This design comes from an exercise in tuning for small area and a short achievable clock period on the open sky130 flow, not from production work.
Where RTL was checked, it was by simulation tests only, not by an equivalence proof against the original.
Power and IR drop assume default switching activity.

==> v34 <==
==> flow/design.v <==
`timescale 1ns / 1ps
module Prefix #(parameter W = 8, parameter KIND = 0) (P, G, CO);
  input  [W-1:0] P, G;
  output [W-1:0] CO;
  reg [W-1:0] g, p;
  integer i, l;
  always @* begin
    g = G;
    p = P;
    if (KIND == 0) begin
      for (l = 0; (1 << l) < W; l = l + 1)
        for (i = (2 << l) - 1; i < W; i = i + (2 << l)) begin
          g[i] = g[i] | (p[i] & g[i - (1 << l)]);
          p[i] = p[i] & p[i - (1 << l)];
        end
      for (l = 15; l >= 0; l = l - 1)
        if ((2 << l) < W)
          for (i = 3 * (1 << l) - 1; i < W; i = i + (2 << l)) begin
            g[i] = g[i] | (p[i] & g[i - (1 << l)]);
            p[i] = p[i] & p[i - (1 << l)];
          end
    end else if (KIND == 1) begin
      for (l = 0; (1 << l) < W; l = l + 1)
        for (i = W - 1; i >= (1 << l); i = i - 1) begin
          g[i] = g[i] | (p[i] & g[i - (1 << l)]);
          p[i] = p[i] & p[i - (1 << l)];
        end
    end else if (KIND == 2) begin
      for (l = 0; (1 << l) < W; l = l + 1)
        for (i = 0; i < W; i = i + 1)
          if ((i >> l) & 1) begin
            g[i] = g[i] | (p[i] & g[((i >> l) << l) - 1]);
            p[i] = p[i] & p[((i >> l) << l) - 1];
          end
    end else begin
      for (i = 1; i < W; i = i + 1) begin
        g[i] = g[i] | (p[i] & g[i - 1]);
        p[i] = p[i] & p[i - 1];
      end
    end
  end
  assign CO = g;
endmodule
`timescale 1ns / 1ps
`timescale 1ns / 1ps
`timescale 1ns / 1ps
`timescale 1ns / 1ps
`timescale 1ns / 1ps
`timescale 1ns / 1ps
`timescale 1ns / 1ps
module Circuit4(Rst, clk, a, b, c, z, x);
  parameter KLT = 0;    
  parameter KSUM = 0;   
  input clk, Rst;
  input [63:0] a, b, c;
  output reg [31:0] z, x;
  wire [63:0] gab = a & b, pab = a ^ b;
  wire [63:0] gac = a & c, pac = a ^ c;
  wire [63:0] gbc = ~b & c, pbc = ~(b ^ c);    
  wire [31:0] gf = a[31:0] & ~b[31:0];         
  wire [31:0] pf = ~pab[31:0];
  wire [32:0] cab, cac;
  wire [31:0] cf;
  Prefix #(.W(33), .KIND(KSUM)) u_ab (.P(pab[32:0]), .G(gab[32:0]), .CO(cab));
  Prefix #(.W(33), .KIND(KSUM)) u_ac (.P(pac[32:0]), .G(gac[32:0]), .CO(cac));
  Prefix #(.W(32), .KIND(KSUM)) u_f (.P(pf), .G({gf[31:1], gf[0] | pf[0]}), .CO(cf));
  wire [63:0] lab, lac, lbc;
  Prefix #(.W(64), .KIND(KLT)) l_ab (.P(a | b), .G(gab), .CO(lab));
  Prefix #(.W(64), .KIND(KLT)) l_ac (.P(a | c), .G(gac), .CO(lac));
  Prefix #(.W(64), .KIND(KLT)) l_bc (.P(~b | c), .G(gbc), .CO(lbc));
  wire [32:0] d = pab[32:0] ^ {cab[31:0], 1'b0};
  wire [32:0] e = pac[32:0] ^ {cac[31:0], 1'b0};
  wire dEQe = &pbc;
  wire dLTe = lab[63] ^ lac[63] ^ lbc[63];
  wire [32:0] g = dLTe ? d : e;
  wire [31:0] h = pab[31:0] ^ (dEQe ? {cab[30:0], 1'b0} : ~{cf[30:0], 1'b1});
  reg [32:0] greg;
  reg [31:0] hreg;
  reg rstd;
  wire run = ~(Rst | rstd);
  wire xsh = run & dLTe, xkeep = run & ~dLTe;
  wire zsh = run & dEQe, zkeep = run & ~dEQe;
  always @(posedge clk) begin
    greg <= g;
    hreg <= h;
    rstd <= Rst;
    x <= ({32{xsh}} & {hreg[30:0], 1'b0}) | ({32{xkeep}} & hreg);
    z <= ({32{zsh}} & greg[32:1]) | ({32{zkeep}} & greg[31:0]);
  end
endmodule
==> flow/flow/run.sh <==
#!/bin/bash
# The standard ORFS layout (standard.sh), with:
#  - synthesis by flow/synth.tcl: the standard script with abc run on
#    flow/abc.script and no full/half-adder extraction;
#  - port buffers of sky130_fd_sc_hd__buf_1 (every input and output port
#    still gets its own buffer);
#  - clock tree synthesis without dummy loads, from clkbuf_4/clkbuf_8 cells.
# Each tool's full output is in orfs/logs/...; make's own output in make.log.
set -euo pipefail
here=$(pwd)
export MY_ABC_SCRIPT=$here/flow/abc.script
export MY_ABC_D=3000
export BUFFER_PORTS_ARGS="-buffer_cell sky130_fd_sc_hd__buf_1"
export CTS_ARGS="-sink_clustering_enable -repair_clock_nets -dont_use_dummy_load -sink_clustering_size 30 -sink_clustering_max_diameter 120 -buf_list {sky130_fd_sc_hd__clkbuf_4 sky130_fd_sc_hd__clkbuf_8}"
bash standard.sh SYNTH_SCRIPT=$here/flow/synth.tcl finish > make.log 2>&1
==> flow/flow/abc.script <==
strash
balance
rewrite
refactor
balance
rewrite -z
refactor -z
balance
dch -f
map -B 0.9
topo
stime -c
buffer -c
upsize -c
dnsize -c
==> flow/flow/synth.tcl <==
# The standard synthesis script (synth_recipe.tcl), with two changes made
# by overriding Yosys commands before ORFS's synth.tcl runs:
#  - abc uses the mapping script flow/abc.script (the ORFS call and its
#    liberty, dont_use and constraint arguments are otherwise unchanged);
#  - extract_fa is skipped, so adders stay as plain gates for abc to map.
# Registers, their names and cell types are the same as the standard flow's.
proc synth {args} { yosys synth -nofsm -noshare {*}$args }
proc abc {args} {
  set i [lsearch -exact $args -script]
  lset args [expr {$i + 1}] $::env(MY_ABC_SCRIPT)
  set j [lsearch -exact $args -D]
  if { $j >= 0 } {
    lset args [expr {$j + 1}] $::env(MY_ABC_D)
  } else {
    lappend args -D $::env(MY_ABC_D)
  }
  yosys abc {*}$args
}
proc extract_fa {args} { puts "extract_fa skipped" }
source $::env(SCRIPTS_DIR)/synth.tcl
# left out here: clear keep_hierarchy, flatten, clean up, hide names made inside functions, write 1_2_yosys.v
==> flow/standard.sh <==
#!/bin/bash
# synth_recipe.tcl (not shown) runs the flow's synth.tcl, then flattens the netlist and writes it again
# the make line also repeats each setting of config.mk as NAME=value (left out here)
make -C /OpenROAD-flow-scripts/flow DESIGN_CONFIG=/design/flow/config.mk WORK_HOME=/design/flow/orfs CLKGATE_MAP_FILE= SYNTH_SCRIPT=/design/flow/synth_recipe.tcl "${@:-finish}"
==> flow/config.mk <==
export PLATFORM = sky130hd
export DESIGN_NAME = Circuit4
export DESIGN_NICKNAME = Circuit4
export VERILOG_FILES = /design/flow/design.v
export SDC_FILE = /design/flow/constraint.sdc
export NUM_CORES = 4
export LEC_CHECK = 0
export CAP_MARGIN = 20
export CORE_MARGIN = 2
export CORE_UTILIZATION = 55
export SETUP_SLACK_MARGIN = 3.7
export SLEW_MARGIN = 20
export TNS_END_PERCENT = 0
==> flow/constraint.sdc <==
create_clock -name core_clock -period 7.0 [get_ports {clk}]
set_input_delay 1.4000 -clock core_clock [delete_from_list [all_inputs] [get_ports {clk}]]
set_output_delay 1.4000 -clock core_clock [all_outputs]
set_load 0.01 [all_outputs]
==> inputs of v35, as changes to v34 <==
--- a/flow/flow/run.sh
+++ b/flow/flow/run.sh
@@ -4,7 +4,7 @@
 #    flow/abc.script and no full/half-adder extraction;
 #  - port buffers of sky130_fd_sc_hd__buf_1 (every input and output port
 #    still gets its own buffer);
-#  - clock tree synthesis without dummy loads, from clkbuf_4/clkbuf_8 cells.
+#  - clock tree synthesis without dummy loads.
 # Each tool's full output is in orfs/logs/...; make's own output in make.log.
 set -euo pipefail
 here=$(pwd)
CORE_UTILIZATION = 40   (was 55)
==> notes <==
Against v35, the global-route usage of v34 is higher by 6.8 points.
Fmax: v35 is larger than v34 (0.39%).
Of v35 and v34, v34 has the higher sequential power (gap about 0.5%, measured against v34).
In v35 the via count is lower than in v34, by about 1.5%.
Synthesized area is the same in v34 and v35.
Of v35 and v34, v35 has the higher die area (gap about 36%, measured against v34).
Of v35 and v34, v34 has the higher clock skew (gap 8.1 ps).
In flip-flop and latch count, v35 and v34 do not differ.
==> figures <==
|  | v35 | v34 |
|---|---|---|
| Run status | complete, no violations | complete, no violations |
| CP required | 7340 ps | 7310 ps |
| Total number of tap cells | 335 | 260 |
| Clock Tree Buf Depth | 3 | 2 |
| Met3 demand-to-capacity share in global routing | 3.97% | 4.56% |
| Highest routing layer actually used | met5 | met4 |
| Core Rows | 59 | 50 |
| Worst EP arrival | 3620 ps | 3600 ps |
| Largest stage delay on the critical path | 290 ps | 190 ps |
| Area enclosed by the die boundary | 27900 sq um | 20400 sq um |
| Period minus WS final | 3280 ps | 3290 ps |
| Share of cell area taken by multi-input logic gates | 54.3% | 54.9% |
| Vertical extent of the die | 167 um | 143 um |
| Met3 routed WL | 2590 um | 2450 um |
| Actual transition at the worst max-transition pin | 650 ps | 684 ps |
| Total power of the final layout | 2.44 mW | 2.37 mW |
| Combinational cell power | 0.951 mW | 0.983 mW |
| Startpoint of the lowest-slack hold path | hreg[8]$_DFF_P_ | hreg[29]$_DFF_P_ |

==> inputs of run a <==
// Circuit4: RTL as listed in full above, without the edits since
Settings: LEC_CHECK=0, CAP_MARGIN=0, CORE_MARGIN=2, CORE_UTILIZATION=40, SETUP_SLACK_MARGIN=3.7, SLEW_MARGIN=0, TNS_END_PERCENT=0; clock period 7.0 ns.
standard.sh (not shown) runs the stock make flow with config.mk's settings and CLKGATE_MAP_FILE= SYNTH_SCRIPT=/design/flow/synth_recipe.tcl, a recipe that flattens the netlist after the stock synthesis.
==> flow/flow/run.sh <==
#!/bin/bash
# The standard ORFS layout (standard.sh), with:
#  - synthesis by flow/synth.tcl: the standard script with abc run on
#    flow/abc.script and no full/half-adder extraction;
#  - port buffers of sky130_fd_sc_hd__buf_1 (every input and output port
#    still gets its own buffer);
#  - clock tree synthesis without dummy loads.
# Each tool's full output is in orfs/logs/...; make's own output in make.log.
set -euo pipefail
here=$(pwd)
export MY_ABC_SCRIPT=$here/flow/abc.script
export MY_ABC_D=3000
export BUFFER_PORTS_ARGS="-buffer_cell sky130_fd_sc_hd__buf_1"
export CTS_ARGS="-sink_clustering_enable -repair_clock_nets -dont_use_dummy_load -sink_clustering_size 30 -sink_clustering_max_diameter 120 -buf_list {sky130_fd_sc_hd__clkbuf_4 sky130_fd_sc_hd__clkbuf_8}"
bash standard.sh SYNTH_SCRIPT=$here/flow/synth.tcl finish > make.log 2>&1
==> flow/flow/abc.script <==
strash
balance
rewrite
refactor
balance
rewrite -z
refactor -z
balance
dch -f
map -B 0.9
topo
stime -c
buffer -c
upsize -c
dnsize -c
==> flow/flow/synth.tcl <==
# The standard synthesis script (synth_recipe.tcl), with two changes made
# by overriding Yosys commands before ORFS's synth.tcl runs:
#  - abc uses the mapping script flow/abc.script (the ORFS call and its
#    liberty, dont_use and constraint arguments are otherwise unchanged);
#  - extract_fa is skipped, so adders stay as plain gates for abc to map.
# Registers, their names and cell types are the same as the standard flow's.
proc synth {args} { yosys synth -nofsm -noshare {*}$args }
proc abc {args} {
  set i [lsearch -exact $args -script]
  lset args [expr {$i + 1}] $::env(MY_ABC_SCRIPT)
  set j [lsearch -exact $args -D]
  if { $j >= 0 } {
    lset args [expr {$j + 1}] $::env(MY_ABC_D)
  } else {
    lappend args -D $::env(MY_ABC_D)
  }
  yosys abc {*}$args
}
proc extract_fa {args} { puts "extract_fa skipped" }
source $::env(SCRIPTS_DIR)/synth.tcl
# left out here: clear keep_hierarchy, flatten, clean up, hide names made inside functions, write 1_2_yosys.v
==> run b (differences from run a) <==
--- a/flow/design.v
+++ b/flow/design.v
@@ -13,12 +13,11 @@
           g[i] = g[i] | (p[i] & g[i - (1 << l)]);
           p[i] = p[i] & p[i - (1 << l)];
         end
-      for (l = 15; l >= 0; l = l - 1)
-        if ((2 << l) < W)
-          for (i = 3 * (1 << l) - 1; i < W; i = i + (2 << l)) begin
-            g[i] = g[i] | (p[i] & g[i - (1 << l)]);
-            p[i] = p[i] & p[i - (1 << l)];
-          end
+      for (l = $clog2(W) - 2; l >= 0; l = l - 1)
+        for (i = 3 * (1 << l) - 1; i < W; i = i + (2 << l)) begin
+          g[i] = g[i] | (p[i] & g[i - (1 << l)]);
+          p[i] = p[i] & p[i - (1 << l)];
+        end
     end else if (KIND == 1) begin
       for (l = 0; (1 << l) < W; l = l + 1)
         for (i = W - 1; i >= (1 << l); i = i - 1) begin
@@ -59,21 +58,20 @@
   wire [63:0] gbc = ~b & c, pbc = ~(b ^ c);    
   wire [31:0] gf = a[31:0] & ~b[31:0];         
   wire [31:0] pf = ~pab[31:0];
-  wire [32:0] cab, cac;
+  wire [63:0] cab, cac, cbc;
+  wire [32:0] sab, sac;
   wire [31:0] cf;
-  Prefix #(.W(33), .KIND(KSUM)) u_ab (.P(pab[32:0]), .G(gab[32:0]), .CO(cab));
-  Prefix #(.W(33), .KIND(KSUM)) u_ac (.P(pac[32:0]), .G(gac[32:0]), .CO(cac));
+  Prefix #(.W(64), .KIND(KLT)) u_ab (.P(pab), .G(gab), .CO(cab));
+  Prefix #(.W(64), .KIND(KLT)) u_ac (.P(pac), .G(gac), .CO(cac));
+  Prefix #(.W(64), .KIND(KLT)) u_bc (.P(pbc), .G(gbc), .CO(cbc));
   Prefix #(.W(32), .KIND(KSUM)) u_f (.P(pf), .G({gf[31:1], gf[0] | pf[0]}), .CO(cf));
-  wire [63:0] lab, lac, lbc;
-  Prefix #(.W(64), .KIND(KLT)) l_ab (.P(a | b), .G(gab), .CO(lab));
-  Prefix #(.W(64), .KIND(KLT)) l_ac (.P(a | c), .G(gac), .CO(lac));
-  Prefix #(.W(64), .KIND(KLT)) l_bc (.P(~b | c), .G(gbc), .CO(lbc));
   wire [32:0] d = pab[32:0] ^ {cab[31:0], 1'b0};
   wire [32:0] e = pac[32:0] ^ {cac[31:0], 1'b0};
+  wire [31:0] f = pf ^ {cf[30:0], 1'b1};
   wire dEQe = &pbc;
-  wire dLTe = lab[63] ^ lac[63] ^ lbc[63];
+  wire dLTe = cab[63] ^ cac[63] ^ cbc[63];
   wire [32:0] g = dLTe ? d : e;
-  wire [31:0] h = pab[31:0] ^ (dEQe ? {cab[30:0], 1'b0} : ~{cf[30:0], 1'b1});
+  wire [31:0] h = dEQe ? d[31:0] : f;
   reg [32:0] greg;
   reg [31:0] hreg;
   reg rstd;
--- a/flow/flow/run.sh
+++ b/flow/flow/run.sh
@@ -11,5 +11,5 @@
 export MY_ABC_SCRIPT=$here/flow/abc.script
 export MY_ABC_D=3000
 export BUFFER_PORTS_ARGS="-buffer_cell sky130_fd_sc_hd__buf_1"
-export CTS_ARGS="-sink_clustering_enable -repair_clock_nets -dont_use_dummy_load -sink_clustering_size 30 -sink_clustering_max_diameter 120 -buf_list {sky130_fd_sc_hd__clkbuf_4 sky130_fd_sc_hd__clkbuf_8}"
+export CTS_ARGS="-sink_clustering_enable -repair_clock_nets -dont_use_dummy_load"
 bash standard.sh SYNTH_SCRIPT=$here/flow/synth.tcl finish > make.log 2>&1
==> flow/flow/abc.script (replaced) <==
strash
dch -f
map
topo
buffer -c
stime -c
upsize -c
dnsize -c
Settings changed: CAP_MARGIN 0 to 20, SETUP_SLACK_MARGIN 3.7 to not set, SLEW_MARGIN 0 to 20, TNS_END_PERCENT 0 to not set.
==> run summary <==
|  | run b | run a |
|---|---|---|
| Detailed-route wire length per cell | 14.12 µm | 14.32 µm |
| Initial standard-cell utilization of the core | 40.46% | 40.75% |
| Worst-margin pin slew | 1.024 ns | 0.6500 ns |
| Power Sequential | 0.906 mW | 0.919 mW |
| Areal power density over the cells | 191.1 nW/µm² | 193.8 nW/µm² |
| Worst setup path startpoint | b[63] | a[21] |
| Compound-cell area share of the yosys netlist | 21.44% | 14.92% |
| Share of layout cells above drive strength 1 | 2.999% | 6.697% |
| 1st-iter DRT viols | 891 | 878 |
| Seq/Total Area, Yosys | 24.07% | 24.51% |
| Clock buffers and inverters, area share | 3.404% | 2.733% |
| Min Clock Period, post-route | 4.800 ns | 3.277 ns |
| Max power group | sequential cells | combinational cells |
| Sequential share of cell area | 20.82% | 20.67% |
| Non-CTS inverters | 275 | 310 |
| Startpoint of the tightest hold check path | hreg[6] | hreg[8] |
| FMAX | 0.2083 GHz | 0.3052 GHz |
| Final worst clock skew | 0.02502 ns | 0.01801 ns |
| Non-CTS buffers | 261 | 269 |
| Height of the die | 168.4 µm | 166.9 µm |
| Status | timing/DRC/antenna clean | timing/DRC/antenna clean |
| Power share of the combinational group | 34.0% | 39.0% |
| Mux contribution to synthesized area | 0.4628% | 0% |
| First-pass GRT wire length | 55410 µm | 55110 µm |
| Vias in the first global route | 11325 | 11143 |
Only the layout flow was run in run b; the RTL was not checked for function there.

==> port drivers added, routing unchanged <==
The results above use ideal ports. As a check the final layouts listed here were re-extracted and re-timed, cells and wires unchanged. Step 1 sets driving cells, clkbuf_16 on the clock port and buf_2 on the other inputs (assumed; they add their load-dependent delay and slew). Step 2 also shifts input and output timing later by t, the mid clock arrival at the registers, as if the neighbouring blocks saw the same clock. Slacks: ideal ports / drivers / drivers and shift; pairs: ideal ports / drivers.
run	shift t [ns]	slack for setup (ns)	slew at the worst register clock pin (ns)
v34	0.453	3.710 / 3.727 / 3.274	0.08 / 0.08
v35	0.484	3.723 / 3.722 / 3.238	0.07 / 0.07
run a	0.484	3.723 / 3.722 / 3.238	0.07 / 0.07
run b	0.429	2.200 / 2.208 / 1.779	0.06 / 0.06
After both steps every run listed still meets setup and hold.
